Context: an optimization exercise on an open-source flow, tuned for small area and a short achievable clock period. The choices shown serve that exercise and are no tape-out recipe.
Function was checked by simulation only, so behaviour that the tests miss may differ from the original.
No activity file was given, so power comes from the tool's default toggle rates.

==> design.v <==
module fa (input a, input b, input c, output s, output co);
    assign s  = a ^ b ^ c;
    assign co = (a & b) | (a & c) | (b & c);
endmodule
module xn2 (input a, input b, output y);
    assign y = ~(a ^ b);
endmodule
module or2 (input a, input b, output y);
    assign y = a | b;
endmodule
module fa1 (input a, input b, output s, output co);
    xn2 u_s (.a(a), .b(b), .y(s));
    or2 u_c (.a(a), .b(b), .y(co));
endmodule
module ha (input a, input b, output s, output co);
    assign s  = a ^ b;
    assign co = a & b;
endmodule
module ks18 (input [17:0] a, input [17:0] b, output [17:0] s);
    localparam W = 18;
    localparam L = 5;
    wire [W-1:0] g [0:L];
    wire [W-1:0] p [0:L];
    assign g[0] = a & b;
    assign p[0] = a ^ b;
    genvar l, i;
    generate for (l = 0; l < L; l = l + 1) begin : g_l
        for (i = 0; i < W; i = i + 1) begin : g_i
            if (i >= (1 << l)) begin : g_m
                assign g[l+1][i] = g[l][i] | (p[l][i] & g[l][i-(1<<l)]);
                assign p[l+1][i] = p[l][i] & p[l][i-(1<<l)];
            end else begin : g_k
                assign g[l+1][i] = g[l][i];
                assign p[l+1][i] = p[l][i];
            end
        end
    end endgenerate
    assign s = p[0] ^ {g[L][W-2:0], 1'b0};
endmodule
module DSP (a,b,c,d,clk,rst_n,p);
    parameter OPERATION = "ADD" ;
    input [17:0] a,b,d;
    input [47:0] c;
    input clk,rst_n;
    output reg [47:0] p;
    wire [19:0] ax = {2'b00, a};
    reg [8:0] bo, bt, bn;
    reg bz;
    reg [17:0] s1;
    wire [17:0] s0;
    ks18 u_pre (.a(b), .b(d), .s(s0));
    reg [115:0] x;
    wire [115:0] xe = x;
    reg [47:0] r0;
    reg [47:8] r1;
    reg rc;
    wire [47:0] cd = {c[47:36] - 12'd1, c[35:0]};
    wire [115:0] xn;
    wire [8:0] nn = ~bn;
    wire [18:0] sx = {1'b0, s1};
    wire [18:0] sy = {s1, 1'b0};
    wire [17:0] pz = {18{bz}} & s1;
    wire [18:0] pp0 = (({19{bo[0]}} & sx) | ({19{bt[0]}} & sy)) ^ {19{bn[0]}};
    wire [18:0] pp1 = (({19{bo[1]}} & sx) | ({19{bt[1]}} & sy)) ^ {19{bn[1]}};
    wire [18:0] pp2 = (({19{bo[2]}} & sx) | ({19{bt[2]}} & sy)) ^ {19{bn[2]}};
    wire [18:0] pp3 = (({19{bo[3]}} & sx) | ({19{bt[3]}} & sy)) ^ {19{bn[3]}};
    wire [18:0] pp4 = (({19{bo[4]}} & sx) | ({19{bt[4]}} & sy)) ^ {19{bn[4]}};
    wire [18:0] pp5 = (({19{bo[5]}} & sx) | ({19{bt[5]}} & sy)) ^ {19{bn[5]}};
    wire [18:0] pp6 = (({19{bo[6]}} & sx) | ({19{bt[6]}} & sy)) ^ {19{bn[6]}};
    wire [18:0] pp7 = (({19{bo[7]}} & sx) | ({19{bt[7]}} & sy)) ^ {19{bn[7]}};
    wire [18:0] pp8 = (({19{bo[8]}} & sx) | ({19{bt[8]}} & sy)) ^ {19{bn[8]}};
    wire hs1, hk1;
    wire fs1, fk1;
    wire hs2, hk2;
    wire fs2, fk2;
    wire fs3, fk3;
    wire fs4, fk4;
    wire hs3, hk3;
    wire fs5, fk5;
    wire fs6, fk6;
    wire fs7, fk7;
    wire fs8, fk8;
    wire hs4, hk4;
    wire fs9, fk9;
    wire fs10, fk10;
    wire fs11, fk11;
    wire fs12, fk12;
    wire fs13, fk13;
    wire fs14, fk14;
    wire hs5, hk5;
    wire fs15, fk15;
    wire fs16, fk16;
    wire fs17, fk17;
    wire fs18, fk18;
    wire fs19, fk19;
    wire fs20, fk20;
    wire fs21, fk21;
    wire hs6, hk6;
    wire fs22, fk22;
    wire fs23, fk23;
    wire fs24, fk24;
    wire fs25, fk25;
    wire fs26, fk26;
    wire fs27, fk27;
    wire fs28, fk28;
    wire fs29, fk29;
    wire fs30, fk30;
    wire gs1, gk1;
    wire fs31, fk31;
    wire fs32, fk32;
    wire hs7, hk7;
    wire gs2, gk2;
    wire fs33, fk33;
    wire fs34, fk34;
    wire fs35, fk35;
    wire fs36, fk36;
    wire fs37, fk37;
    wire gs3, gk3;
    wire fs38, fk38;
    wire fs39, fk39;
    wire fs40, fk40;
    wire fs41, fk41;
    wire hs8, hk8;
    wire gs4, gk4;
    wire fs42, fk42;
    wire hs9, hk9;
    wire fs43, fk43;
    wire fs44, fk44;
    wire gs5, gk5;
    wire fs45, fk45;
    wire fs46, fk46;
    wire fs47, fk47;
    wire gs6, gk6;
    wire fs48, fk48;
    wire fs49, fk49;
    wire hs10, hk10;
    wire gs7, gk7;
    wire hs11, hk11;
    wire fs50, fk50;
    wire gs8, gk8;
    wire fs51, fk51;
    wire gs9, gk9;
    wire hs12, hk12;
    wire hs13, hk13;
    wire hs14, hk14;
    wire fs52, fk52;
    wire hs15, hk15;
    wire fs53, fk53;
    wire fs54, fk54;
    wire fs55, fk55;
    wire fs56, fk56;
    wire fs57, fk57;
    wire hs16, hk16;
    wire fs58, fk58;
    wire fs59, fk59;
    wire hs17, hk17;
    wire fs60, fk60;
    wire fs61, fk61;
    wire fs62, fk62;
    wire hs18, hk18;
    wire fs63, fk63;
    wire fs64, fk64;
    wire fs65, fk65;
    wire fs66, fk66;
    wire fs67, fk67;
    wire fs68, fk68;
    wire fs69, fk69;
    wire fs70, fk70;
    wire fs71, fk71;
    wire fs72, fk72;
    wire fs73, fk73;
    wire fs74, fk74;
    wire hs19, hk19;
    wire fs75, fk75;
    wire fs76, fk76;
    wire fs77, fk77;
    wire fs78, fk78;
    wire fs79, fk79;
    wire fs80, fk80;
    wire fs81, fk81;
    wire fs82, fk82;
    wire fs83, fk83;
    wire fs84, fk84;
    wire fs85, fk85;
    wire hs20, hk20;
    wire fs86, fk86;
    wire fs87, fk87;
    wire fs88, fk88;
    wire fs89, fk89;
    wire fs90, fk90;
    wire fs91, fk91;
    wire hs21, hk21;
    wire hs22, hk22;
    wire hs23, hk23;
    wire hs24, hk24;
    wire hs25, hk25;
    wire fs92, fk92;
    wire fs93, fk93;
    wire fs94, fk94;
    wire fs95, fk95;
    wire hs26, hk26;
    wire fs96, fk96;
    wire hs27, hk27;
    wire fs97, fk97;
    wire fs98, fk98;
    wire fs99, fk99;
    wire fs100, fk100;
    wire fs101, fk101;
    wire fs102, fk102;
    wire fs103, fk103;
    wire fs104, fk104;
    wire fs105, fk105;
    wire hs28, hk28;
    wire fs106, fk106;
    wire hs29, hk29;
    wire fs107, fk107;
    wire hs30, hk30;
    wire fs108, fk108;
    wire hs31, hk31;
    wire fs109, fk109;
    wire hs32, hk32;
    wire fs110, fk110;
    wire hs33, hk33;
    wire fs111, fk111;
    wire hs34, hk34;
    wire hs35, hk35;
    wire hs36, hk36;
    wire hs37, hk37;
    wire hs38, hk38;
    wire fs112, fk112;
    wire fs113, fk113;
    wire fs114, fk114;
    wire fs115, fk115;
    wire fs116, fk116;
    wire fs117, fk117;
    wire fs118, fk118;
    wire fs119, fk119;
    wire fs120, fk120;
    wire fs121, fk121;
    wire fs122, fk122;
    wire fs123, fk123;
    wire fs124, fk124;
    wire fs125, fk125;
    wire fs126, fk126;
    wire fs127, fk127;
    wire fs128, fk128;
    wire fs129, fk129;
    wire fs130, fk130;
    wire fs131, fk131;
    wire fs132, fk132;
    wire fs133, fk133;
    wire fs134, fk134;
    wire fs135, fk135;
    wire hs39, hk39;
    wire hs40, hk40;
    wire hs41, hk41;
    wire hs42, hk42;
    wire hs43, hk43;
    wire hs44, hk44;
    wire fs136, fk136;
    wire fs137, fk137;
    wire fs138, fk138;
    wire fs139, fk139;
    wire fs140, fk140;
    wire fs141, fk141;
    wire fs142, fk142;
    wire fs143, fk143;
    wire fs144, fk144;
    wire fs145, fk145;
    wire fs146, fk146;
    wire fs147, fk147;
    wire fs148, fk148;
    wire fs149, fk149;
    wire fs150, fk150;
    wire fs151, fk151;
    wire fs152, fk152;
    wire fs153, fk153;
    wire fs154, fk154;
    wire fs155, fk155;
    wire fs156, fk156;
    wire fs157, fk157;
    wire fs158, fk158;
    wire fs159, fk159;
    wire fs160, fk160;
    wire fs161, fk161;
    wire fs162, fk162;
    wire fs163, fk163;
    wire fs164, fk164;
    wire fs165, fk165;
    wire fs166, fk166;
    wire fs167, fk167;
    wire fs168, fk168;
    wire hs45, hk45;
    ha h1 (.a(pp0[0]), .b(bn[0]), .s(hs1), .co(hk1));
    fa u1 (.a(pp0[2]), .b(pp1[0]), .c(bn[1]), .s(fs1), .co(fk1));
    ha h2 (.a(pp0[3]), .b(pp1[1]), .s(hs2), .co(hk2));
    fa u2 (.a(pp0[4]), .b(pp1[2]), .c(pp2[0]), .s(fs2), .co(fk2));
    fa u3 (.a(pp0[5]), .b(pp1[3]), .c(pp2[1]), .s(fs3), .co(fk3));
    fa u4 (.a(pp0[6]), .b(pp1[4]), .c(pp2[2]), .s(fs4), .co(fk4));
    ha h3 (.a(pp3[0]), .b(bn[3]), .s(hs3), .co(hk3));
    fa u5 (.a(pp0[7]), .b(pp1[5]), .c(pp2[3]), .s(fs5), .co(fk5));
    fa u6 (.a(pp0[8]), .b(pp1[6]), .c(pp2[4]), .s(fs6), .co(fk6));
    fa u7 (.a(pp3[2]), .b(pp4[0]), .c(bn[4]), .s(fs7), .co(fk7));
    fa u8 (.a(pp0[9]), .b(pp1[7]), .c(pp2[5]), .s(fs8), .co(fk8));
    ha h4 (.a(pp3[3]), .b(pp4[1]), .s(hs4), .co(hk4));
    fa u9 (.a(pp0[10]), .b(pp1[8]), .c(pp2[6]), .s(fs9), .co(fk9));
    fa u10 (.a(pp3[4]), .b(pp4[2]), .c(pp5[0]), .s(fs10), .co(fk10));
    fa u11 (.a(pp0[11]), .b(pp1[9]), .c(pp2[7]), .s(fs11), .co(fk11));
    fa u12 (.a(pp3[5]), .b(pp4[3]), .c(pp5[1]), .s(fs12), .co(fk12));
    fa u13 (.a(pp0[12]), .b(pp1[10]), .c(pp2[8]), .s(fs13), .co(fk13));
    fa u14 (.a(pp3[6]), .b(pp4[4]), .c(pp5[2]), .s(fs14), .co(fk14));
    ha h5 (.a(pp6[0]), .b(bn[6]), .s(hs5), .co(hk5));
    fa u15 (.a(pp0[13]), .b(pp1[11]), .c(pp2[9]), .s(fs15), .co(fk15));
    fa u16 (.a(pp3[7]), .b(pp4[5]), .c(pp5[3]), .s(fs16), .co(fk16));
    fa u17 (.a(pp0[14]), .b(pp1[12]), .c(pp2[10]), .s(fs17), .co(fk17));
    fa u18 (.a(pp3[8]), .b(pp4[6]), .c(pp5[4]), .s(fs18), .co(fk18));
    fa u19 (.a(pp6[2]), .b(pp7[0]), .c(bn[7]), .s(fs19), .co(fk19));
    fa u20 (.a(pp0[15]), .b(pp1[13]), .c(pp2[11]), .s(fs20), .co(fk20));
    fa u21 (.a(pp3[9]), .b(pp4[7]), .c(pp5[5]), .s(fs21), .co(fk21));
    ha h6 (.a(pp6[3]), .b(pp7[1]), .s(hs6), .co(hk6));
    fa u22 (.a(pp0[16]), .b(pp1[14]), .c(pp2[12]), .s(fs22), .co(fk22));
    fa u23 (.a(pp3[10]), .b(pp4[8]), .c(pp5[6]), .s(fs23), .co(fk23));
    fa u24 (.a(pp6[4]), .b(pp7[2]), .c(pp8[0]), .s(fs24), .co(fk24));
    fa u25 (.a(pp0[17]), .b(pp1[15]), .c(pp2[13]), .s(fs25), .co(fk25));
    fa u26 (.a(pp3[11]), .b(pp4[9]), .c(pp5[7]), .s(fs26), .co(fk26));
    fa u27 (.a(pp6[5]), .b(pp7[3]), .c(pp8[1]), .s(fs27), .co(fk27));
    fa u28 (.a(pp0[18]), .b(pp1[16]), .c(pp2[14]), .s(fs28), .co(fk28));
    fa u29 (.a(pp3[12]), .b(pp4[10]), .c(pp5[8]), .s(fs29), .co(fk29));
    fa u30 (.a(pp6[6]), .b(pp7[4]), .c(pp8[2]), .s(fs30), .co(fk30));
    fa1 v1 (.a(nn[0]), .b(pp1[17]), .s(gs1), .co(gk1));
    fa u31 (.a(pp2[15]), .b(pp3[13]), .c(pp4[11]), .s(fs31), .co(fk31));
    fa u32 (.a(pp5[9]), .b(pp6[7]), .c(pp7[5]), .s(fs32), .co(fk32));
    ha h7 (.a(pp8[3]), .b(pz[1]), .s(hs7), .co(hk7));
    fa1 v2 (.a(pp1[18]), .b(pp2[16]), .s(gs2), .co(gk2));
    fa u33 (.a(pp3[14]), .b(pp4[12]), .c(pp5[10]), .s(fs33), .co(fk33));
    fa u34 (.a(pp6[8]), .b(pp7[6]), .c(pp8[4]), .s(fs34), .co(fk34));
    fa u35 (.a(nn[1]), .b(pp2[17]), .c(pp3[15]), .s(fs35), .co(fk35));
    fa u36 (.a(pp4[13]), .b(pp5[11]), .c(pp6[9]), .s(fs36), .co(fk36));
    fa u37 (.a(pp7[7]), .b(pp8[5]), .c(pz[3]), .s(fs37), .co(fk37));
    fa1 v3 (.a(pp2[18]), .b(pp3[16]), .s(gs3), .co(gk3));
    fa u38 (.a(pp4[14]), .b(pp5[12]), .c(pp6[10]), .s(fs38), .co(fk38));
    fa u39 (.a(pp7[8]), .b(pp8[6]), .c(pz[4]), .s(fs39), .co(fk39));
    fa u40 (.a(nn[2]), .b(pp3[17]), .c(pp4[15]), .s(fs40), .co(fk40));
    fa u41 (.a(pp5[13]), .b(pp6[11]), .c(pp7[9]), .s(fs41), .co(fk41));
    ha h8 (.a(pp8[7]), .b(pz[5]), .s(hs8), .co(hk8));
    fa1 v4 (.a(pp3[18]), .b(pp4[16]), .s(gs4), .co(gk4));
    fa u42 (.a(pp5[14]), .b(pp6[12]), .c(pp7[10]), .s(fs42), .co(fk42));
    ha h9 (.a(pp8[8]), .b(pz[6]), .s(hs9), .co(hk9));
    fa u43 (.a(nn[3]), .b(pp4[17]), .c(pp5[15]), .s(fs43), .co(fk43));
    fa u44 (.a(pp6[13]), .b(pp7[11]), .c(pp8[9]), .s(fs44), .co(fk44));
    fa1 v5 (.a(pp4[18]), .b(pp5[16]), .s(gs5), .co(gk5));
    fa u45 (.a(pp6[14]), .b(pp7[12]), .c(pp8[10]), .s(fs45), .co(fk45));
    fa u46 (.a(nn[4]), .b(pp5[17]), .c(pp6[15]), .s(fs46), .co(fk46));
    fa u47 (.a(pp7[13]), .b(pp8[11]), .c(pz[9]), .s(fs47), .co(fk47));
    fa1 v6 (.a(pp5[18]), .b(pp6[16]), .s(gs6), .co(gk6));
    fa u48 (.a(pp7[14]), .b(pp8[12]), .c(pz[10]), .s(fs48), .co(fk48));
    fa u49 (.a(nn[5]), .b(pp6[17]), .c(pp7[15]), .s(fs49), .co(fk49));
    ha h10 (.a(pp8[13]), .b(pz[11]), .s(hs10), .co(hk10));
    fa1 v7 (.a(pp6[18]), .b(pp7[16]), .s(gs7), .co(gk7));
    ha h11 (.a(pp8[14]), .b(pz[12]), .s(hs11), .co(hk11));
    fa u50 (.a(nn[6]), .b(pp7[17]), .c(pp8[15]), .s(fs50), .co(fk50));
    fa1 v8 (.a(pp7[18]), .b(pp8[16]), .s(gs8), .co(gk8));
    fa u51 (.a(nn[7]), .b(pp8[17]), .c(pz[15]), .s(fs51), .co(fk51));
    fa1 v9 (.a(pp8[18]), .b(pz[16]), .s(gs9), .co(gk9));
    ha h12 (.a(nn[8]), .b(pz[17]), .s(hs12), .co(hk12));
    ha h13 (.a(hk1), .b(pp0[1]), .s(hs13), .co(hk13));
    ha h14 (.a(fk1), .b(hs2), .s(hs14), .co(hk14));
    fa u52 (.a(hk2), .b(fs2), .c(bn[2]), .s(fs52), .co(fk52));
    ha h15 (.a(fk2), .b(fs3), .s(hs15), .co(hk15));
    fa u53 (.a(fk3), .b(fs4), .c(hs3), .s(fs53), .co(fk53));
    fa u54 (.a(fk4), .b(hk3), .c(fs5), .s(fs54), .co(fk54));
    fa u55 (.a(fk5), .b(fs6), .c(fs7), .s(fs55), .co(fk55));
    fa u56 (.a(fk6), .b(fk7), .c(fs8), .s(fs56), .co(fk56));
    fa u57 (.a(fk8), .b(hk4), .c(fs9), .s(fs57), .co(fk57));
    ha h16 (.a(fs10), .b(bn[5]), .s(hs16), .co(hk16));
    fa u58 (.a(fk9), .b(fk10), .c(fs11), .s(fs58), .co(fk58));
    fa u59 (.a(fk11), .b(fk12), .c(fs13), .s(fs59), .co(fk59));
    ha h17 (.a(fs14), .b(hs5), .s(hs17), .co(hk17));
    fa u60 (.a(fk13), .b(fk14), .c(hk5), .s(fs60), .co(fk60));
    fa u61 (.a(fs15), .b(fs16), .c(pp6[1]), .s(fs61), .co(fk61));
    fa u62 (.a(fk15), .b(fk16), .c(fs17), .s(fs62), .co(fk62));
    ha h18 (.a(fs18), .b(fs19), .s(hs18), .co(hk18));
    fa u63 (.a(fk17), .b(fk18), .c(fk19), .s(fs63), .co(fk63));
    fa u64 (.a(fs20), .b(fs21), .c(hs6), .s(fs64), .co(fk64));
    fa u65 (.a(fk20), .b(fk21), .c(hk6), .s(fs65), .co(fk65));
    fa u66 (.a(fs22), .b(fs23), .c(fs24), .s(fs66), .co(fk66));
    fa u67 (.a(fk22), .b(fk23), .c(fk24), .s(fs67), .co(fk67));
    fa u68 (.a(fs25), .b(fs26), .c(fs27), .s(fs68), .co(fk68));
    fa u69 (.a(fk25), .b(fk26), .c(fk27), .s(fs69), .co(fk69));
    fa u70 (.a(fs28), .b(fs29), .c(fs30), .s(fs70), .co(fk70));
    fa u71 (.a(fk28), .b(fk29), .c(fk30), .s(fs71), .co(fk71));
    fa u72 (.a(gs1), .b(fs31), .c(fs32), .s(fs72), .co(fk72));
    fa u73 (.a(gk1), .b(fk31), .c(fk32), .s(fs73), .co(fk73));
    fa u74 (.a(hk7), .b(gs2), .c(fs33), .s(fs74), .co(fk74));
    ha h19 (.a(fs34), .b(pz[2]), .s(hs19), .co(hk19));
    fa u75 (.a(gk2), .b(fk33), .c(fk34), .s(fs75), .co(fk75));
    fa u76 (.a(fs35), .b(fs36), .c(fs37), .s(fs76), .co(fk76));
    fa u77 (.a(fk35), .b(fk36), .c(fk37), .s(fs77), .co(fk77));
    fa u78 (.a(gs3), .b(fs38), .c(fs39), .s(fs78), .co(fk78));
    fa u79 (.a(gk3), .b(fk38), .c(fk39), .s(fs79), .co(fk79));
    fa u80 (.a(fs40), .b(fs41), .c(hs8), .s(fs80), .co(fk80));
    fa u81 (.a(fk40), .b(fk41), .c(hk8), .s(fs81), .co(fk81));
    fa u82 (.a(gs4), .b(fs42), .c(hs9), .s(fs82), .co(fk82));
    fa u83 (.a(gk4), .b(fk42), .c(hk9), .s(fs83), .co(fk83));
    fa u84 (.a(fs43), .b(fs44), .c(pz[7]), .s(fs84), .co(fk84));
    fa u85 (.a(fk43), .b(fk44), .c(gs5), .s(fs85), .co(fk85));
    ha h20 (.a(fs45), .b(pz[8]), .s(hs20), .co(hk20));
    fa u86 (.a(gk5), .b(fk45), .c(fs46), .s(fs86), .co(fk86));
    fa u87 (.a(fk46), .b(fk47), .c(gs6), .s(fs87), .co(fk87));
    fa u88 (.a(gk6), .b(fk48), .c(fs49), .s(fs88), .co(fk88));
    fa u89 (.a(fk49), .b(hk10), .c(gs7), .s(fs89), .co(fk89));
    fa u90 (.a(gk7), .b(hk11), .c(fs50), .s(fs90), .co(fk90));
    fa u91 (.a(fk50), .b(gs8), .c(pz[14]), .s(fs91), .co(fk91));
    ha h21 (.a(gk8), .b(fs51), .s(hs21), .co(hk21));
    ha h22 (.a(fk51), .b(gs9), .s(hs22), .co(hk22));
    ha h23 (.a(gk9), .b(hs12), .s(hs23), .co(hk23));
    ha h24 (.a(xe[22]), .b(xe[23]), .s(hs24), .co(hk24));
    ha h25 (.a(xe[26]), .b(xe[27]), .s(hs25), .co(hk25));
    fa u92 (.a(xe[29]), .b(xe[30]), .c(xe[31]), .s(fs92), .co(fk92));
    fa u93 (.a(xe[33]), .b(xe[34]), .c(xe[35]), .s(fs93), .co(fk93));
    fa u94 (.a(xe[37]), .b(xe[38]), .c(xe[39]), .s(fs94), .co(fk94));
    fa u95 (.a(xe[41]), .b(xe[42]), .c(xe[43]), .s(fs95), .co(fk95));
    ha h26 (.a(xe[44]), .b(xe[45]), .s(hs26), .co(hk26));
    fa u96 (.a(xe[46]), .b(xe[47]), .c(xe[48]), .s(fs96), .co(fk96));
    ha h27 (.a(xe[49]), .b(cd[17]), .s(hs27), .co(hk27));
    fa u97 (.a(xe[50]), .b(xe[51]), .c(xe[52]), .s(fs97), .co(fk97));
    fa u98 (.a(xe[53]), .b(xe[54]), .c(cd[18]), .s(fs98), .co(fk98));
    fa u99 (.a(xe[55]), .b(xe[56]), .c(xe[57]), .s(fs99), .co(fk99));
    fa u100 (.a(xe[58]), .b(xe[59]), .c(cd[19]), .s(fs100), .co(fk100));
    fa u101 (.a(xe[60]), .b(xe[61]), .c(xe[62]), .s(fs101), .co(fk101));
    fa u102 (.a(xe[63]), .b(xe[64]), .c(cd[20]), .s(fs102), .co(fk102));
    fa u103 (.a(xe[65]), .b(xe[66]), .c(xe[67]), .s(fs103), .co(fk103));
    fa u104 (.a(xe[68]), .b(xe[69]), .c(cd[21]), .s(fs104), .co(fk104));
    fa u105 (.a(xe[70]), .b(xe[71]), .c(xe[72]), .s(fs105), .co(fk105));
    ha h28 (.a(xe[73]), .b(cd[22]), .s(hs28), .co(hk28));
    fa u106 (.a(xe[74]), .b(xe[75]), .c(xe[76]), .s(fs106), .co(fk106));
    ha h29 (.a(xe[77]), .b(cd[23]), .s(hs29), .co(hk29));
    fa u107 (.a(xe[78]), .b(xe[79]), .c(xe[80]), .s(fs107), .co(fk107));
    ha h30 (.a(xe[81]), .b(cd[24]), .s(hs30), .co(hk30));
    fa u108 (.a(xe[82]), .b(xe[83]), .c(xe[84]), .s(fs108), .co(fk108));
    ha h31 (.a(xe[85]), .b(cd[25]), .s(hs31), .co(hk31));
    fa u109 (.a(xe[86]), .b(xe[87]), .c(xe[88]), .s(fs109), .co(fk109));
    ha h32 (.a(xe[89]), .b(cd[26]), .s(hs32), .co(hk32));
    fa u110 (.a(xe[90]), .b(xe[91]), .c(xe[92]), .s(fs110), .co(fk110));
    ha h33 (.a(xe[93]), .b(cd[27]), .s(hs33), .co(hk33));
    fa u111 (.a(xe[94]), .b(xe[95]), .c(xe[96]), .s(fs111), .co(fk111));
    ha h34 (.a(xe[97]), .b(xe[98]), .s(hs34), .co(hk34));
    ha h35 (.a(xe[100]), .b(xe[101]), .s(hs35), .co(hk35));
    ha h36 (.a(xe[103]), .b(xe[104]), .s(hs36), .co(hk36));
    ha h37 (.a(xe[11]), .b(xe[12]), .s(hs37), .co(hk37));
    ha h38 (.a(xe[14]), .b(xe[15]), .s(hs38), .co(hk38));
    fa u112 (.a(xe[16]), .b(xe[17]), .c(xe[18]), .s(fs112), .co(fk112));
    fa u113 (.a(xe[19]), .b(xe[20]), .c(xe[21]), .s(fs113), .co(fk113));
    fa u114 (.a(xe[24]), .b(xe[25]), .c(cd[11]), .s(fs114), .co(fk114));
    fa u115 (.a(xe[28]), .b(cd[12]), .c(hk24), .s(fs115), .co(fk115));
    fa u116 (.a(xe[32]), .b(cd[13]), .c(hk25), .s(fs116), .co(fk116));
    fa u117 (.a(xe[36]), .b(cd[14]), .c(fk92), .s(fs117), .co(fk117));
    fa u118 (.a(xe[40]), .b(cd[15]), .c(fk93), .s(fs118), .co(fk118));
    fa u119 (.a(cd[16]), .b(fk94), .c(fs95), .s(fs119), .co(fk119));
    fa u120 (.a(fk95), .b(hk26), .c(fs96), .s(fs120), .co(fk120));
    fa u121 (.a(fk96), .b(hk27), .c(fs97), .s(fs121), .co(fk121));
    fa u122 (.a(fk97), .b(fk98), .c(fs99), .s(fs122), .co(fk122));
    fa u123 (.a(fk99), .b(fk100), .c(fs101), .s(fs123), .co(fk123));
    fa u124 (.a(fk101), .b(fk102), .c(fs103), .s(fs124), .co(fk124));
    fa u125 (.a(fk103), .b(fk104), .c(fs105), .s(fs125), .co(fk125));
    fa u126 (.a(fk105), .b(hk28), .c(fs106), .s(fs126), .co(fk126));
    fa u127 (.a(fk106), .b(hk29), .c(fs107), .s(fs127), .co(fk127));
    fa u128 (.a(fk107), .b(hk30), .c(fs108), .s(fs128), .co(fk128));
    fa u129 (.a(fk108), .b(hk31), .c(fs109), .s(fs129), .co(fk129));
    fa u130 (.a(fk109), .b(hk32), .c(fs110), .s(fs130), .co(fk130));
    fa u131 (.a(cd[28]), .b(fk110), .c(hk33), .s(fs131), .co(fk131));
    fa u132 (.a(xe[99]), .b(cd[29]), .c(fk111), .s(fs132), .co(fk132));
    fa u133 (.a(xe[102]), .b(cd[30]), .c(hk34), .s(fs133), .co(fk133));
    fa u134 (.a(xe[105]), .b(cd[31]), .c(hk35), .s(fs134), .co(fk134));
    fa u135 (.a(xe[106]), .b(xe[107]), .c(cd[32]), .s(fs135), .co(fk135));
    ha h39 (.a(xe[108]), .b(xe[109]), .s(hs39), .co(hk39));
    ha h40 (.a(xe[110]), .b(xe[111]), .s(hs40), .co(hk40));
    ha h41 (.a(xe[112]), .b(xe[113]), .s(hs41), .co(hk41));
    ha h42 (.a(xe[114]), .b(xe[115]), .s(hs42), .co(hk42));
    ha h43 (.a(xe[2]), .b(xe[3]), .s(hs43), .co(hk43));
    ha h44 (.a(xe[4]), .b(cd[3]), .s(hs44), .co(hk44));
    fa u136 (.a(xe[5]), .b(xe[6]), .c(cd[4]), .s(fs136), .co(fk136));
    fa u137 (.a(xe[7]), .b(xe[8]), .c(cd[5]), .s(fs137), .co(fk137));
    fa u138 (.a(xe[9]), .b(xe[10]), .c(cd[6]), .s(fs138), .co(fk138));
    fa u139 (.a(xe[13]), .b(cd[7]), .c(hs37), .s(fs139), .co(fk139));
    fa u140 (.a(cd[8]), .b(hk37), .c(hs38), .s(fs140), .co(fk140));
    fa u141 (.a(cd[9]), .b(hk38), .c(fs112), .s(fs141), .co(fk141));
    fa u142 (.a(cd[10]), .b(fk112), .c(fs113), .s(fs142), .co(fk142));
    fa u143 (.a(hs24), .b(fk113), .c(fs114), .s(fs143), .co(fk143));
    fa u144 (.a(hs25), .b(fk114), .c(fs115), .s(fs144), .co(fk144));
    fa u145 (.a(fs92), .b(fk115), .c(fs116), .s(fs145), .co(fk145));
    fa u146 (.a(fs93), .b(fk116), .c(fs117), .s(fs146), .co(fk146));
    fa u147 (.a(fs94), .b(fk117), .c(fs118), .s(fs147), .co(fk147));
    fa u148 (.a(hs26), .b(fk118), .c(fs119), .s(fs148), .co(fk148));
    fa u149 (.a(hs27), .b(fk119), .c(fs120), .s(fs149), .co(fk149));
    fa u150 (.a(fs98), .b(fk120), .c(fs121), .s(fs150), .co(fk150));
    fa u151 (.a(fs100), .b(fk121), .c(fs122), .s(fs151), .co(fk151));
    fa u152 (.a(fs102), .b(fk122), .c(fs123), .s(fs152), .co(fk152));
    fa u153 (.a(fs104), .b(fk123), .c(fs124), .s(fs153), .co(fk153));
    fa u154 (.a(hs28), .b(fk124), .c(fs125), .s(fs154), .co(fk154));
    fa u155 (.a(hs29), .b(fk125), .c(fs126), .s(fs155), .co(fk155));
    fa u156 (.a(hs30), .b(fk126), .c(fs127), .s(fs156), .co(fk156));
    fa u157 (.a(hs31), .b(fk127), .c(fs128), .s(fs157), .co(fk157));
    fa u158 (.a(hs32), .b(fk128), .c(fs129), .s(fs158), .co(fk158));
    fa u159 (.a(hs33), .b(fk129), .c(fs130), .s(fs159), .co(fk159));
    fa u160 (.a(fs111), .b(fk130), .c(fs131), .s(fs160), .co(fk160));
    fa u161 (.a(hs34), .b(fk131), .c(fs132), .s(fs161), .co(fk161));
    fa u162 (.a(hs35), .b(fk132), .c(fs133), .s(fs162), .co(fk162));
    fa u163 (.a(hs36), .b(fk133), .c(fs134), .s(fs163), .co(fk163));
    fa u164 (.a(hk36), .b(fk134), .c(fs135), .s(fs164), .co(fk164));
    fa u165 (.a(cd[33]), .b(fk135), .c(hs39), .s(fs165), .co(fk165));
    fa u166 (.a(cd[34]), .b(hk39), .c(hs40), .s(fs166), .co(fk166));
    fa u167 (.a(cd[35]), .b(hk40), .c(hs41), .s(fs167), .co(fk167));
    fa u168 (.a(cd[36]), .b(hk41), .c(hs42), .s(fs168), .co(fk168));
    ha h45 (.a(cd[37]), .b(hk42), .s(hs45), .co(hk45));
    assign xn[0] = hs1;
    assign xn[1] = hs13;
    assign xn[2] = hk13;
    assign xn[3] = fs1;
    assign xn[4] = hs14;
    assign xn[5] = hk14;
    assign xn[6] = fs52;
    assign xn[7] = fk52;
    assign xn[8] = hs15;
    assign xn[9] = hk15;
    assign xn[10] = fs53;
    assign xn[11] = fk53;
    assign xn[12] = fs54;
    assign xn[13] = pp3[1];
    assign xn[14] = fk54;
    assign xn[15] = fs55;
    assign xn[16] = fk55;
    assign xn[17] = fs56;
    assign xn[18] = hs4;
    assign xn[19] = fk56;
    assign xn[20] = fs57;
    assign xn[21] = hs16;
    assign xn[22] = fk57;
    assign xn[23] = hk16;
    assign xn[24] = fs58;
    assign xn[25] = fs12;
    assign xn[26] = fk58;
    assign xn[27] = fs59;
    assign xn[28] = hs17;
    assign xn[29] = fk59;
    assign xn[30] = hk17;
    assign xn[31] = fs60;
    assign xn[32] = fs61;
    assign xn[33] = fk60;
    assign xn[34] = fk61;
    assign xn[35] = fs62;
    assign xn[36] = hs18;
    assign xn[37] = fk62;
    assign xn[38] = hk18;
    assign xn[39] = fs63;
    assign xn[40] = fs64;
    assign xn[41] = fk63;
    assign xn[42] = fk64;
    assign xn[43] = fs65;
    assign xn[44] = fs66;
    assign xn[45] = bn[8];
    assign xn[46] = fk65;
    assign xn[47] = fk66;
    assign xn[48] = fs67;
    assign xn[49] = fs68;
    assign xn[50] = fk67;
    assign xn[51] = fk68;
    assign xn[52] = fs69;
    assign xn[53] = fs70;
    assign xn[54] = pz[0];
    assign xn[55] = fk69;
    assign xn[56] = fk70;
    assign xn[57] = fs71;
    assign xn[58] = fs72;
    assign xn[59] = hs7;
    assign xn[60] = fk71;
    assign xn[61] = fk72;
    assign xn[62] = fs73;
    assign xn[63] = fs74;
    assign xn[64] = hs19;
    assign xn[65] = fk73;
    assign xn[66] = fk74;
    assign xn[67] = hk19;
    assign xn[68] = fs75;
    assign xn[69] = fs76;
    assign xn[70] = fk75;
    assign xn[71] = fk76;
    assign xn[72] = fs77;
    assign xn[73] = fs78;
    assign xn[74] = fk77;
    assign xn[75] = fk78;
    assign xn[76] = fs79;
    assign xn[77] = fs80;
    assign xn[78] = fk79;
    assign xn[79] = fk80;
    assign xn[80] = fs81;
    assign xn[81] = fs82;
    assign xn[82] = fk81;
    assign xn[83] = fk82;
    assign xn[84] = fs83;
    assign xn[85] = fs84;
    assign xn[86] = fk83;
    assign xn[87] = fk84;
    assign xn[88] = fs85;
    assign xn[89] = hs20;
    assign xn[90] = fk85;
    assign xn[91] = hk20;
    assign xn[92] = fs86;
    assign xn[93] = fs47;
    assign xn[94] = fk86;
    assign xn[95] = fs87;
    assign xn[96] = fs48;
    assign xn[97] = fk87;
    assign xn[98] = fs88;
    assign xn[99] = hs10;
    assign xn[100] = fk88;
    assign xn[101] = fs89;
    assign xn[102] = hs11;
    assign xn[103] = fk89;
    assign xn[104] = fs90;
    assign xn[105] = pz[13];
    assign xn[106] = fk90;
    assign xn[107] = fs91;
    assign xn[108] = fk91;
    assign xn[109] = hs21;
    assign xn[110] = hk21;
    assign xn[111] = hs22;
    assign xn[112] = hk22;
    assign xn[113] = hs23;
    assign xn[114] = hk23;
    assign xn[115] = hk12;
    wire [47:0] r0n = {cd[47], cd[46], cd[45], cd[44], cd[43], cd[42], cd[41], cd[40], cd[39], cd[38], fk168, fk167, fk166, fk165, fk164, fk163, fk162, fk161, fk160, fk159, fk158, fk157, fk156, fk155, fk154, fk153, fk152, fk151, fk150, fk149, fk148, fk147, fk146, fk145, fk144, fk143, fk142, fk141, fk140, fk139, fk138, fk137, fk136, hk44, hk43, cd[2], xe[1], xe[0]};
    wire [47:0] r1n = {1'b0, 1'b0, 1'b0, 1'b0, 1'b0, 1'b0, 1'b0, 1'b0, 1'b0, hk45, hs45, fs168, fs167, fs166, fs165, fs164, fs163, fs162, fs161, fs160, fs159, fs158, fs157, fs156, fs155, fs154, fs153, fs152, fs151, fs150, fs149, fs148, fs147, fs146, fs145, fs144, fs143, fs142, fs141, fs140, fs139, fs138, fs137, fs136, hs44, hs43, cd[1], cd[0]};
    always @(posedge clk) s1 <= s0;
    wire [8:0] lo = r0n[7:0] + r1n[7:0];
    wire [40:0] hi = {r0[47:8], 1'b1} + {r1[47:8], rc};
    always @(posedge clk or negedge rst_n) begin
        if (!rst_n) begin
            bo <= 0; bt <= 0; bn <= 0; bz <= 0;
            x <= 116'b00101010100100100100100100010010001000100010001000001100000000000000000000000000000000000000000000000000000000000000; r0 <= 0; r1 <= 0; rc <= 0; p <= 0;
        end else begin
            bo[0] <= ax[0] ^ 1'b0;
            bt[0] <= (ax[1] & ~ax[0] & ~1'b0) | (~ax[1] & ax[0] & 1'b0);
            bn[0] <= ax[1];
            bo[1] <= ax[2] ^ ax[1];
            bt[1] <= (ax[3] & ~ax[2] & ~ax[1]) | (~ax[3] & ax[2] & ax[1]);
            bn[1] <= ax[3];
            bo[2] <= ax[4] ^ ax[3];
            bt[2] <= (ax[5] & ~ax[4] & ~ax[3]) | (~ax[5] & ax[4] & ax[3]);
            bn[2] <= ax[5];
            bo[3] <= ax[6] ^ ax[5];
            bt[3] <= (ax[7] & ~ax[6] & ~ax[5]) | (~ax[7] & ax[6] & ax[5]);
            bn[3] <= ax[7];
            bo[4] <= ax[8] ^ ax[7];
            bt[4] <= (ax[9] & ~ax[8] & ~ax[7]) | (~ax[9] & ax[8] & ax[7]);
            bn[4] <= ax[9];
            bo[5] <= ax[10] ^ ax[9];
            bt[5] <= (ax[11] & ~ax[10] & ~ax[9]) | (~ax[11] & ax[10] & ax[9]);
            bn[5] <= ax[11];
            bo[6] <= ax[12] ^ ax[11];
            bt[6] <= (ax[13] & ~ax[12] & ~ax[11]) | (~ax[13] & ax[12] & ax[11]);
            bn[6] <= ax[13];
            bo[7] <= ax[14] ^ ax[13];
            bt[7] <= (ax[15] & ~ax[14] & ~ax[13]) | (~ax[15] & ax[14] & ax[13]);
            bn[7] <= ax[15];
            bo[8] <= ax[16] ^ ax[15];
            bt[8] <= (ax[17] & ~ax[16] & ~ax[15]) | (~ax[17] & ax[16] & ax[15]);
            bn[8] <= ax[17];
            bz <= a[17];
            x  <= xn;
            r0 <= {r0n[47:8], lo[7:0]};
            r1 <= r1n[47:8];
            rc <= lo[8];
            p  <= {hi[40:1], r0[7:0]};
        end
    end
endmodule
==> flow/run.sh <==
#!/bin/bash
# Standard ORFS layout (the standard.sh, unchanged synthesis), except:
# - the input and output ports are buffered with a plain buf_1 instead of the
#   delay-type buffer that buffer_ports picks by default;
# - clock tree synthesis inserts no dummy load cells.
set -euo pipefail
bash standard.sh \
  "BUFFER_PORTS_ARGS=-buffer_cell sky130_fd_sc_hd__buf_1" \
  "CTS_ARGS=-sink_clustering_enable -repair_clock_nets -sink_clustering_size 20 -sink_clustering_max_diameter 60 -buf_list sky130_fd_sc_hd__clkbuf_8 -dont_use_dummy_load" \
  finish > orfs_make.log 2>&1
==> standard.sh <==
#!/bin/bash
# synth_recipe.tcl (not shown) runs the flow's synth.tcl, then flattens the netlist and writes it again
# the make line also repeats each setting of config.mk as NAME=value (left out here)
make -C /OpenROAD-flow-scripts/flow DESIGN_CONFIG=/design/flow/config.mk WORK_HOME=/design/flow/orfs CLKGATE_MAP_FILE= SYNTH_SCRIPT=/design/flow/synth_recipe.tcl "${@:-finish}"
==> config.mk <==
export PLATFORM = sky130hd
export DESIGN_NAME = DSP
export DESIGN_NICKNAME = DSP
export VERILOG_FILES = /design/flow/design.v
export SDC_FILE = /design/flow/constraint.sdc
export NUM_CORES = 4
export LEC_CHECK = 0
export CAP_MARGIN = 20
export CORE_MARGIN = 2
export CORE_UTILIZATION = 60
export CTS_BUF_LIST = sky130_fd_sc_hd__clkbuf_8
export CTS_CLUSTER_DIAMETER = 60
export CTS_CLUSTER_SIZE = 20
export SETUP_SLACK_MARGIN = 4.5
export SLEW_MARGIN = 20
export SYNTH_HIERARCHICAL = 1
export SYNTH_MINIMUM_KEEP_SIZE = 0
==> constraint.sdc <==
create_clock -name core_clock -period 7.0 [get_ports {clk}]
set_input_delay 1.4000 -clock core_clock [delete_from_list [all_inputs] [get_ports {clk}]]
set_output_delay 1.4000 -clock core_clock [all_outputs]
set_load 0.01 [all_outputs]
==> reports/qor.csv, run 1 <==
stage,metric,value,unit
status,status,no timing/DRC/antenna violations,
yosys,synth_edf_count,0,
yosys,synthDominantCellAreaShare,35.5,%
power_and_ir_drop,p_leak,7.86,nW
worst_setup_path,cp.depth,1,
yosys,syn-cell-area,17900,um^2
sta,fin_skew,0.0420,ns
worst_setup_path,cp_data_arrival_time,1.10,ns
floorplan,coreArea,29500,um^2
worst_setup_path,slowest_delay,0.40,ns
detailed_routing,vias,11500,
floorplan,ios,152,
sta,setup_tns,0,ns
sta,finalHoldViolCount,0,
yosys,ys_types,63,
detailed_routing,drc,0,
placed_design,hpwl,29.1,mm
sta,report.final.slew_viol_count,0,
grt,grt_pass1_vias,11600,
yosys,async_flop_share,93.8,%
worst_setup_path,path_class,register to output port,
placed_design,dp_slack,3.92,ns
worst_setup_path,crit_end,p[32],
sta,fin_crit,2.50,ns
worst_setup_path,path_max_fanout,1,
yosys,yosysTopAreaCell,dfrtp_1,
floorplan,start_util,60.8,%
detailed_routing,drt_iter0_markers,1042,
cts,cts_tree,built,
placed_design,routabilityCongestion,0.913,
cts,htree_levels,1,
floorplan,die_area,31200,um^2
grt,grt_overflow_total,0,
worst_setup_path,r2r_end,x[69],
yosys,syn_inst,1486,
detailed_routing,wl_per_cell,20.3,um
yosys,ys_seq_elements,289,
grt,grt_max_degree,68,
detailed_routing,first_pass_iters,8,
sta,fmax,0.400,GHz
worst_setup_path,reg2regPathDepth,4,
finish,fillers,2297,
worst_setup_path,timing.critical_path.from_type,register,
finish,final_util,66.0,%
power_and_ir_drop,powerDensity,459,nW/um^2
yosys,yosys_warnings,8,
detailed_routing,wirelength,39.8,mm
finish,area_delta_synth_final,8.64,%
worst_setup_path,crit_family,flip-flops,
worst_setup_path,r2r_setup_slack,4.57,ns
hold_path,hold_path_class,register to register,
power_and_ir_drop,ir_drop,214,uV
cts,clk-insertion-delay-late,0.58,ns
finish,num-nets-final,1952,
detailed_routing,via_per_inst,5.86,
cts,cts.sinks,289,
cts,cts_root_buffer,clkbuf_8,
sta,slew_headroom,47.6,%
worst_setup_path,reg2reg_from,bt[8],
yosys,syn_nets,1863,
finish,diodes,0,
yosys,avgSynthCellArea,12.1,um^2
sta,fin_crit_sh,35.7,%
worst_setup_path,critPathLaunch,p[32],
cts,clockBufferDepth,3,
worst_setup_path,crit_slowest_cell,dfrtp_1,
sta,postLayoutSetupSlackWorst,4.50,ns
grt,grt_pass1_wl,63.3,mm
flow_run,cap_viol_max_count,0,
sta,rsz0062_at_grt,yes,
worst_setup_path,worst_setup_path_end_kind,output port,
floorplan,die_y,177,um
yosys,synth_area_leaders,"dfrtp_1 35%, fa_1 19%, xnor2_1 10%",
worst_setup_path,path_cells,clkbuf_2,
yosys,synth_seq_area_share,40.0,%
detailed_routing,postRouteAntennaNets,0,
yosys,synthFlopType,dfrtp_1,
floorplan,rows,63,
placed_design,io_buffers,151,
finish,drive_gt1_share,11.6,%
sta,setup_viol,0,
power_and_ir_drop,p_total,8.94,mW
cts,path_clk_slew,0.10,ns
sta,tightest_slew,0.786,ns
worst_setup_path,cp.buffers_inverters,1,
worst_setup_path,worstPathRequired,5.60,ns
floorplan,die_w,177,um
grt,grt_antenna_before_repair,1,
grt,grtUsageTotal,26.2,%
cts,numCtsBuffers,21,
per-stage QoR:
step                std cells  cell area (um^2)  hold WS (ns)
global placement         1939             19000         0.333
CTS                      1962             19400         0.361
global route             1963             19500         0.377
finish                   1963             19500         0.359
floorplan                1486             18300         0.331
detailed placement       1939             19000         0.336
worst min path at each step:
stage	from	to	slack, ns	cells past startpoint
2_1_floorplan	r0[0]	p[0]	0.33	0
3_3_place_gp	r0[0]	p[0]	0.33	0
3_5_place_dp	r0[0]	p[0]	0.34	0
4_1_cts	r0[6]	p[6]	0.36	0
5_1_grt	r0[0]	p[0]	0.38	0
6_report	r0[0]	p[0]	0.36	0
area by class of cell:
| cell class | instances | area [um^2] | area share, % |
|---|---|---|---|
| clock buffers | 21 | 289 | 1.49 |
| multi-input cells | 1070 | 10700 | 54.7 |
| repair buffers | 165 | 718 | 3.69 |
| inverters | 28 | 105 | 0.540 |
| well taps | 390 | 488 | 2.51 |
| flip-flops and latches | 289 | 7210 | 37.0 |
timing repair:
item | CTS | global route
setup buffers | 2 | 1
resized for setup | 23 | 57
setup endpoints to repair | 52 | 83
hold buffers | 0 | 0
cloned | 0 | 0
pin swaps | 1 | 8
cells in the mapped netlist (7+ instances only):
master,instances
o211ai_1,10
a21o_1,14
nand4_1,8
ha_1,102
inv_1,28
a22oi_1,153
o21ai_0,44
dfstp_2,17
nand2b_1,10
nand3b_1,10
xor2_1,44
nand2_1,69
fa_1,171
and2_1,23
a21oi_1,59
buf_1,26
dfrtp_1,254
or2_1,9
xnor2_1,209
nor2_1,34
dfxtp_1,18
clkbuf_1,68
nand3_1,18
a31oi_1,7
registers in the layout, indices dropped and copies added (netlist names):
register / flops
s1: 18
bn: 9
bo: 9
r0: 48
rc: 1
r1: 31
x: 116
bt: 9
p: 48
routing by layer:
metal  global-route usage (%)  routed length, um  share of wire (%)  vias to the layer above
met5                        0                  0                  0                        -
met4                     6.47                873                2.2                        0
met3                     5.22               3310                8.3                       58
met2                     38.8              17500                 44                      455
met1                     40.0              18100                 45                     5746
li1                         -                  -                  -                     5251
Yosys stat by module, one instance, submodules excluded, excerpt:
module | area [um^2] | flip-flops and latches
DSP | 13000 | 289
ks18 | 845 | 0
fa | 20.0 | 0
ha | 12.5 | 0
xn2 | 8.76 | 0
or2 | 6.26 | 0
placed cells by master, fill, tap and decap left out, types with 4 or more instances in the layout:
master / n
xor2_1: 44
buf_4: 14
o21ai_0: 35
ha_1: 81
nor2_1: 33
o21bai_1: 6
nor3_1: 4
clkbuf_8: 21
a21o_1: 14
nor2b_1: 4
a31oi_1: 7
o211ai_1: 10
and2_1: 24
nand4_1: 8
nand2b_1: 10
xnor2_1: 209
dfrtp_1: 235
a22oi_1: 153
buf_1: 126
clkbuf_2: 22
a21oi_2: 10
fa_2: 13
dfstp_2: 17
fa_1: 158
nand3_1: 17
dfxtp_2: 17
nand3b_1: 10
ha_4: 20
inv_1: 28
a21oi_1: 50
o21ai_2: 5
or2_1: 9
dfrtp_2: 19
nand2_1: 68
o21ai_1: 8
power breakdown:
part | leakage [nW] | switching (mW) | internal [mW]
Clock | 0.151 | 0.491 | 0.269
Combinational | 4.39 | 2.83 | 2.34
Sequential | 3.32 | 0.504 | 2.51
logic make-up (layout without fill, tap and decap cells):
logic type               count (synthesis)  after routing  share of synthesized area (%)
buffers and inverters                  127            214                           2.71
AND/OR/NAND/NOR                        210            210                           5.88
AO/OA/AOI/OAI                          331            331                           12.6
flip-flops                             289            289                           40.0
XOR/XNOR                               253            253                           12.4
multiplexers                             3              3                          0.175
adder cells (fa/ha/maj)                273            273                           26.2
==> run 2, diff against run 1 <==
--- a/flow/run.sh
+++ b/flow/run.sh
@@ -8,3 +8,3 @@
   "BUFFER_PORTS_ARGS=-buffer_cell sky130_fd_sc_hd__buf_1" \
-  "CTS_ARGS=-sink_clustering_enable -repair_clock_nets -sink_clustering_size 20 -sink_clustering_max_diameter 60 -buf_list sky130_fd_sc_hd__clkbuf_8 -dont_use_dummy_load" \
+  "CTS_ARGS=-sink_clustering_enable -repair_clock_nets -sink_clustering_size 16 -sink_clustering_max_diameter 60 -buf_list {sky130_fd_sc_hd__clkbuf_8 sky130_fd_sc_hd__clkbuf_16} -root_buf sky130_fd_sc_hd__clkbuf_16 -dont_use_dummy_load" \
   finish > orfs_make.log 2>&1
--- a/config.mk
+++ b/config.mk
@@ -12,3 +12,3 @@
 export CTS_CLUSTER_DIAMETER = 60
-export CTS_CLUSTER_SIZE = 20
+export CTS_CLUSTER_SIZE = 16
 export SETUP_SLACK_MARGIN = 4.5
==> run 2 against run 1 <==
Design area increased by 1.7%. Hold slack got worse by 0.013 ns. Combinational power increased by 1%. Sequential cell count unchanged. Die area unchanged. Non-clock buffer count increased by 2. Total power increased by 5.0%. Sequential share of layout area decreased by 0.63 points. Setup slack improved by 0.044 ns. Clock skew decreased by 0.0065 ns. Still clean on timing, DRC and antenna. Critical path depth increased by 3.
==> reports/qor.csv, run 2 <==
stage,metric,value,unit,change
grt,grt_max_degree,68,,unchanged
detailed_routing,drc,0,,unchanged
finish,top_regs,"x (116), p (48), r0 (48)",,unchanged
finish,num-nets-final,1957,,"was 1,952"
sta,fmax,0.407,GHz,was 0.400 GHz
grt,grt_overflow_total,0,,unchanged
sta,fin_crit,2.46,ns,was 2.50 ns
worst_setup_path,worst_setup_path_end_kind,register,,was output port
cts,cts.sinks,289,,unchanged
detailed_routing,route.met2.wl,17.6,mm,was 17.5 mm
sta,report.final.slew_viol_count,0,,unchanged
detailed_routing,drt_iter0_markers,964,,"was 1,042"
sta,finalHoldViolCount,0,,unchanged
power_and_ir_drop,powerDensity,474,nW/um^2,was 459 nW/um^2
placed_design,io_buffers,151,,unchanged
detailed_routing,vias,11700,,"was 11,500"
power_and_ir_drop,ir_drop,201,uV,was 214 uV
grt,grtUsageTotal,26.4,%,was 26.2%
yosys,syn-cell-area,17900,um^2,unchanged
yosys,yosysTopAreaCell,dfrtp_1,,unchanged
power_and_ir_drop,p_leak,7.94,nW,was 7.86 nW
hold_path,hold-path-cell-count,0,,unchanged
flow_run,cap_viol_max_count,0,,unchanged
worst_setup_path,reg2regPathDepth,4,,unchanged
cts,cts_root_buffer,clkbuf_16,,was clkbuf_8
finish,largest_reg_flops,116,,unchanged
yosys,ys_top_cells_by_count,"254 x dfrtp_1, 209 x xnor2_1, 171 x fa_1",,unchanged
detailed_routing,postRouteAntennaNets,0,,unchanged
worst_setup_path,path_max_fanout,1,,unchanged
finish,final_common_cell,dfrtp_1,,unchanged
yosys,synth_seq_area_share,40.0,%,unchanged
worst_setup_path,cp_data_arrival_time,2.83,ns,was 1.10 ns
cts,clockBufferDepth,3,,unchanged
yosys,ys_types,63,,unchanged
grt,grt_antenna_before_repair,1,,unchanged
detailed_routing,wl_per_cell,20.3,um,about the same
yosys,ys_seq_elements,289,,unchanged
sta,fin_skew,0.0355,ns,was 0.0420 ns
floorplan,die_y,177,um,unchanged
yosys,synth_edf_count,0,,unchanged
status,status,no timing/DRC/antenna violations,,unchanged
floorplan,die_area,31200,um^2,unchanged
floorplan,die_w,177,um,unchanged
floorplan,ios,152,,unchanged
sta,whs,0.346,ns,was 0.359 ns
placed_design,routabilityCongestion,0.913,,unchanged
sta,setup_viol,0,,unchanged
detailed_routing,via_per_inst,5.92,,was 5.86
sta,tightest_slew,0.832,ns,was 0.786 ns
sta,setup_tns,0,ns,unchanged
yosys,yosys_warnings,8,,unchanged
floorplan,coreArea,29500,um^2,unchanged
detailed_routing,wirelength,40.0,mm,was 39.8 mm
detailed_routing,wl_met3,3.49,mm,was 3.31 mm
finish,top_register,x,,unchanged
yosys,syn_inst,1486,,unchanged
yosys,avgSynthCellArea,12.1,um^2,unchanged
yosys,synthDominantCellAreaShare,35.5,%,unchanged
sta,fin_crit_sh,35.1,%,was 35.7%
cts,cts_tree,built,,unchanged
floorplan,rows,63,,unchanged
yosys,async_flop_share,93.8,%,unchanged
finish,fillers,2243,,"was 2,297"
finish,drive_gt1_share,11.0,%,was 11.6%
detailed_routing,top_layer_used,met4,,unchanged
finish,final_cell_mix,"234 x dfrtp_1, 209 x xnor2_1, 157 x fa_1, 153 x a22oi_1, 149 x buf_1",,"was 235 x dfrtp_1, 209 x xnor2_1, 158 x fa_1, 153 x a22oi_1, 126 x buf_1"
grt,grt_pass1_vias,11800,,"was 11,600"
grt,grt_pass1_wl,63.9,mm,was 63.3 mm
detailed_routing,m1WireLength,18.2,mm,was 18.1 mm
sta,slew_headroom,44.5,%,was 47.6%
worst_setup_path,timing.critical_path.from_type,input port,,was register
worst_setup_path,worstPathRequired,7.37,ns,was 5.60 ns
cts,ctsHoldBuffers,0,,unchanged
hold_path,hold_path_class,register to register,,unchanged
yosys,syn_nets,1863,,unchanged
finish,area_delta_synth_final,10.5,%,was 8.64%
cts,htree_levels,1,,unchanged
yosys,synth_area_leaders,"dfrtp_1 35%, fa_1 19%, xnor2_1 10%",,unchanged
cts,clk-insertion-delay-late,0.53,ns,was 0.58 ns
finish,diodes,0,,unchanged
cts,numCtsBuffers,24,,was 21
detailed_routing,first_pass_iters,5,,was 8
yosys,synth_most_common_cell,dfrtp_1,,unchanged
worst_setup_path,path_class,input port to register,,was register to output port
yosys,synthFlopType,dfrtp_1,,unchanged
cts,path_clk_slew,0.06,ns,was 0.10 ns
sta,rsz0062_at_grt,yes,,unchanged
placed_design,hpwl,29.1,mm,unchanged
floorplan,start_util,60.8,%,unchanged
[run 2: per-module statistics from Yosys (local to each module, per instance), a selection]
module | cells | copies in the design
DSP | 1138 | 1
fa | 1 | 168
ha | 1 | 45
ks18 | 117 | 1
or2 | 1 | 9
xn2 | 1 | 9
[run 2: power by group]
| part | switching (mW) | total [mW] | internal [mW] |
|---|---|---|---|
| Clock | 0.534 | 1.13 | 0.601 |
| Sequential | 0.503 | 3.01 | 2.51 |
| Combinational | 2.89 | 5.24 | 2.35 |
[run 2: final cells by class]
| cell class | instances | area [um^2] | area share, % |
|---|---|---|---|
| timing repair buffer | 167 | 698 | 3.53 |
| multi-input combinational | 1070 | 10700 | 54.0 |
| inverter | 28 | 105 | 0.531 |
| sequential | 289 | 7210 | 36.4 |
| clock buffer | 24 | 601 | 3.03 |
| tap | 390 | 488 | 2.46 |
[run 2: per-stage QoR]
step	utilization, %	worst slack [ns]	cell area [um^2]	power [mW]	instances
finish	67.2	4.54	19800	9.39	1968
detailed placement	64.5	3.92	19000	8.13	1939
global route	67.2	4.49	19800	10.2	1968
floorplan	-	4.11	18300	6.46	1486
global placement	64.5	3.95	19000	7.92	1939
CTS	66.8	4.49	19700	9.34	1967
[run 2: critical path, cell delays in order]
cell and delay (ns):
buf_1 0.11, fa_2 0.35, fa_2 0.55, fa_2 0.42
[run 2: cells by family (layout without fill, tap and decap cells)]
| family | after synthesis | in the layout | synth area share, % |
|---|---|---|---|
| flip-flops | 289 | 289 | 40.0 |
| XOR/XNOR | 253 | 253 | 12.4 |
| multiplexers | 3 | 3 | 0.175 |
| adder cells (fa/ha/maj) | 273 | 273 | 26.2 |
| AO/OA/AOI/OAI | 331 | 331 | 12.6 |
| buffers and inverters | 127 | 219 | 2.71 |
| AND/OR/NAND/NOR | 210 | 210 | 5.88 |
[run 2: worst paths after layout]
path / startpoint / to / slack [ns]
min in group asynchronous: rst_n / x[15] / 0.90
setup / recovery: c[21] / r1[14] / 4.54
hold / removal: r0[0] / p[0] / 0.35
setup reg to reg: s1[0] / x[49] / 4.58
hold reg to reg: r0[0] / p[0] / 0.35
max in group asynchronous: rst_n / r0[34] / 4.86
[run 2: metal layers]
metal / GRT usage [%] / vias to the layer above
li1: - / 5269
met1: 40.3 / 5839
met2: 39.3 / 490
met3: 5.43 / 57
met4: 5.89 / 0
met5: 0 / -
[run 2: timing repair]
item / 4_1_cts / 5_1_grt
endpoints found under the setup margin: 47 / 48
resized for setup: 28 / 37
pin swaps: 7 / 8
buffers inserted: 4 / 1
==> run 3, diff against run 2 <==
--- a/config.mk
+++ b/config.mk
@@ -13,3 +13,3 @@
 export CTS_CLUSTER_SIZE = 16
-export SETUP_SLACK_MARGIN = 4.5
+export SETUP_SLACK_MARGIN = 4.6
 export SLEW_MARGIN = 20
==> run 3 against run 2 <==
Still clean on timing, DRC and antenna. Hold slack better by 0.0054 ns. Design area is 1.4% higher. Sequential cell count is the same. Cell count increased by 0.20%. Critical endpoint is now rc. Largest cell class unchanged. Largest power group unchanged.
==> reports/qor.csv, run 3 <==
stage,metric,value,unit,change
power_and_ir_drop,ir_drop,188,uV,was 201 uV
finish,largest_reg_flops,116,,unchanged
finish,top_register,x,,unchanged
detailed_routing,drt_iter0_markers,1074,,was 964
detailed_routing,wl_per_cell,20.2,um,was 20.3 um
sta,tightest_slew,0.760,ns,was 0.832 ns
detailed_routing,wirelength,39.8,mm,was 40.0 mm
detailed_routing,postRouteAntennaNets,0,,unchanged
floorplan,die_y,177,um,unchanged
grt,grtUsageTotal,26.4,%,about the same
cts,htree_levels,1,,unchanged
yosys,synth_edf_count,0,,unchanged
cts,ctsHoldBuffers,0,,unchanged
floorplan,die_w,177,um,unchanged
yosys,syn_inst,1486,,unchanged
power_and_ir_drop,powerDensity,477,nW/um^2,was 474 nW/um^2
sta,setup_tns,0,ns,unchanged
yosys,synthFlopType,dfrtp_1,,unchanged
sta,setup_viol,0,,unchanged
yosys,ys_top_cells_by_count,"254 x dfrtp_1, 209 x xnor2_1, 171 x fa_1",,unchanged
cts,clockBufferDepth,3,,unchanged
worst_setup_path,path_class,input port to register,,unchanged
detailed_routing,via_per_inst,5.91,,was 5.92
finish,final_cell_mix,"234 x dfrtp_1, 209 x xnor2_1, 153 x a22oi_1, 151 x fa_1, 105 x buf_1",,"was 234 x dfrtp_1, 209 x xnor2_1, 157 x fa_1, 153 x a22oi_1, 149 x buf_1"
finish,fillers,2235,,"was 2,243"
floorplan,coreArea,29500,um^2,unchanged
sta,finalHoldViolCount,0,,unchanged
worst_setup_path,path_max_fanout,2,,was 1
sta,report.final.slew_viol_count,0,,unchanged
sta,rsz0062_at_grt,yes,,unchanged
sta,fin_skew,0.0562,ns,was 0.0355 ns
yosys,avgSynthCellArea,12.1,um^2,unchanged
yosys,ys_types,63,,unchanged
sta,fmax,0.401,GHz,was 0.407 GHz
finish,top_regs,"x (116), p (48), r0 (48)",,unchanged
yosys,yosys_warnings,8,,unchanged
yosys,synth_seq_area_share,40.0,%,unchanged
finish,seq_area,7210,um^2,about the same
power_and_ir_drop,p_leak,8.10,nW,was 7.94 nW
worst_setup_path,cp_data_arrival_time,2.92,ns,was 2.83 ns
yosys,synthDominantCellAreaShare,35.5,%,unchanged
sta,slew_headroom,49.3,%,was 44.5%
yosys,yosysTopAreaCell,dfrtp_1,,unchanged
finish,num-nets-final,1961,,"was 1,957"
floorplan,rows,63,,unchanged
cts,cts.sinks,289,,unchanged
yosys,synth_most_common_cell,dfrtp_1,,unchanged
cts,path_clk_slew,0.06,ns,about the same
finish,area_delta_synth_final,12.1,%,was 10.5%
sta,fin_crit_sh,35.6,%,was 35.1%
floorplan,start_util,60.8,%,unchanged
cts,clk-insertion-delay-late,0.54,ns,was 0.53 ns
detailed_routing,drc,0,,unchanged
status,status,no timing/DRC/antenna violations,,unchanged
grt,grt_overflow_total,0,,unchanged
yosys,async_flop_share,93.8,%,unchanged
finish,multi_input_area,10800,um^2,"was 10,700 um^2"
finish,final_common_cell,dfrtp_1,,unchanged
grt,grt_pass1_wl,64.2,mm,was 63.9 mm
placed_design,io_buffers,151,,unchanged
cts,cts_root_buffer,clkbuf_16,,unchanged
grt,grt_pass1_vias,11900,,"was 11,800"
placed_design,routabilityCongestion,0.884,,was 0.913
yosys,syn-cell-area,17900,um^2,unchanged
flow_run,cap_viol_max_count,0,,unchanged
finish,drive_gt1_share,15.7,%,was 11.0%
yosys,ys_seq_elements,289,,unchanged
worst_setup_path,worst_setup_path_end_kind,register,,unchanged
sta,postLayoutSetupSlackWorst,4.51,ns,was 4.54 ns
grt,grt_antenna_before_repair,0,,was 1
yosys,syn_nets,1863,,unchanged
placed_design,dp_slack,3.89,ns,was 3.92 ns
yosys,synth_area_leaders,"dfrtp_1 35%, fa_1 19%, xnor2_1 10%",,unchanged
grt,grt_max_degree,110,,was 68
sta,fin_crit,2.49,ns,was 2.46 ns
hold_path,hold_path_class,register to register,,unchanged
floorplan,die_area,31200,um^2,unchanged
placed_design,hpwl,28.8,mm,was 29.1 mm
worst_setup_path,worstPathRequired,7.43,ns,was 7.37 ns
floorplan,ios,152,,unchanged
detailed_routing,vias,11700,,about the same
finish,diodes,0,,unchanged
detailed_routing,first_pass_iters,5,,unchanged
cts,numCtsBuffers,24,,unchanged
worst_setup_path,timing.critical_path.from_type,input port,,unchanged
cts,cts_tree,built,,unchanged
run 3: changes by cell type in the layout (fill, tap and decap cells not counted), moves of 3 or more:
cell	before	now
a21oi_1	47	42
a21oi_2	12	15
buf_1	149	105
clkbuf_2	0	42
fa_1	157	151
fa_2	14	20
ha_1	82	75
ha_2	0	4
ha_4	20	23
run 3: through the flow:
stage               utilization, %  cell area, um^2  power (mW)  hold WS [ns]  std cells
global placement              64.7            19100        7.96         0.332       1937
CTS                           67.1            19800        9.41         0.356       1966
global route                  68.1            20100        10.4         0.370       1972
floorplan                        -            18300        6.50         0.331       1486
finish                        68.1            20100        9.57         0.352       1972
detailed placement            64.7            19100        8.16         0.340       1937
run 3: report_power, final:
group | switching [mW] | leakage [nW] | internal [mW]
sequential | 0.518 | 3.32 | 2.51
clock | 0.540 | 0.296 | 0.601
combinational | 2.93 | 4.49 | 2.47
total | 3.99 | 8.10 | 5.58
run 3: cells by family after synthesis:
family | after synthesis | share of synthesized area, %
compound gates | 331 | 12.6
xor+xnor | 253 | 12.4
fa+ha+maj | 273 | 26.2
buf+inv | 127 | 2.71
flops | 289 | 40.0
mux | 3 | 0.175
simple gates | 210 | 5.88
run 3: timing repair:
action                     CTS  global route
setup endpoints to repair  125            99
setup buffers                5             6
resized for setup           47            89
pin swaps                    4            15
run 3: worst max-delay path: stages:
cell and delay, ns:
buf_6 0.09, fa_1 0.51, ha_4 0.21, a21boi_4 0.14, o21ai_2 0.11, nand2b_1 0.09, a21o_1 0.19, a21o_1 0.18
run 3: metal layers:
metal / GRT usage (%) / wire length (um) / vias up / share of wire [%]
met5: 0 / 0 / - / 0
met4: 7.54 / 901 / 0 / 2.3
met3: 5.09 / 3090 / 73 / 7.8
met2: 38.4 / 17300 / 465 / 43
met1: 40.6 / 18500 / 5855 / 47
li1: - / - / 5269 / -
run 3: path summary, 6_finish.rpt:
| check | startpoint | endpoint | slack, ns | cells after the start |
|---|---|---|---|---|
| min reg2reg | r0[5] | p[5] | 0.35 | 0 |
| min in group asynchronous | rst_n | p[11] | 0.94 | 1 |
| max | c[4] | rc | 4.51 | 8 |
| min | r0[5] | p[5] | 0.35 | 0 |
| max reg2reg | r0[9] | p[40] | 4.70 | 9 |
| max in group asynchronous | rst_n | bt[8] | 5.00 | 2 |
run 3: Yosys stat by module (local to each module, per instance), a selection:
module / copies in the design / area [um^2] / flops+latches
DSP: 1 / 13000 / 289
or2: 9 / 6.26 / 0
ha: 45 / 12.5 / 0
ks18: 1 / 845 / 0
fa: 168 / 20.0 / 0
xn2: 9 / 8.76 / 0
run 3: area by class of cell:
type / count / area share [%]
Multi-Input combinational cell: 1070 / 54.0
Timing Repair Buffer: 171 / 4.09
Sequential cell: 289 / 35.9
Tap cell: 390 / 2.43
Inverter: 28 / 0.524
Clock buffer: 24 / 2.99

port drivers added, routing unchanged:
The results above use ideal ports. As a check the final layouts listed here were re-extracted and re-timed, cells and wires unchanged. Step 1, drivers: a clkbuf_16 drives clk and a buf_2 each remaining input, both assumed. Step 2 also shifts input and output timing later by t, the mid clock arrival at the registers, as if the neighbouring blocks saw the same clock. a / b / c = ideal / step 1 / step 2; a / b = the first two.
| run | shift t [ns] | slack for setup (ns) | clock arrival spread, ns |
|---|---|---|---|
| run 1 | 0.604 | 4.501 / 4.453 / 3.932 | 0.042 / 0.042 |
| run 2 | 0.565 | 4.545 / 4.514 / 3.999 | 0.036 / 0.037 |
| run 3 | 0.564 | 4.509 / 4.505 / 3.962 | 0.056 / 0.056 |
After both steps every run listed still meets setup and hold. For run 1, which loses most, drivers alone change the setup slack by -0.048 ns; drivers and shift together by -0.569 ns.
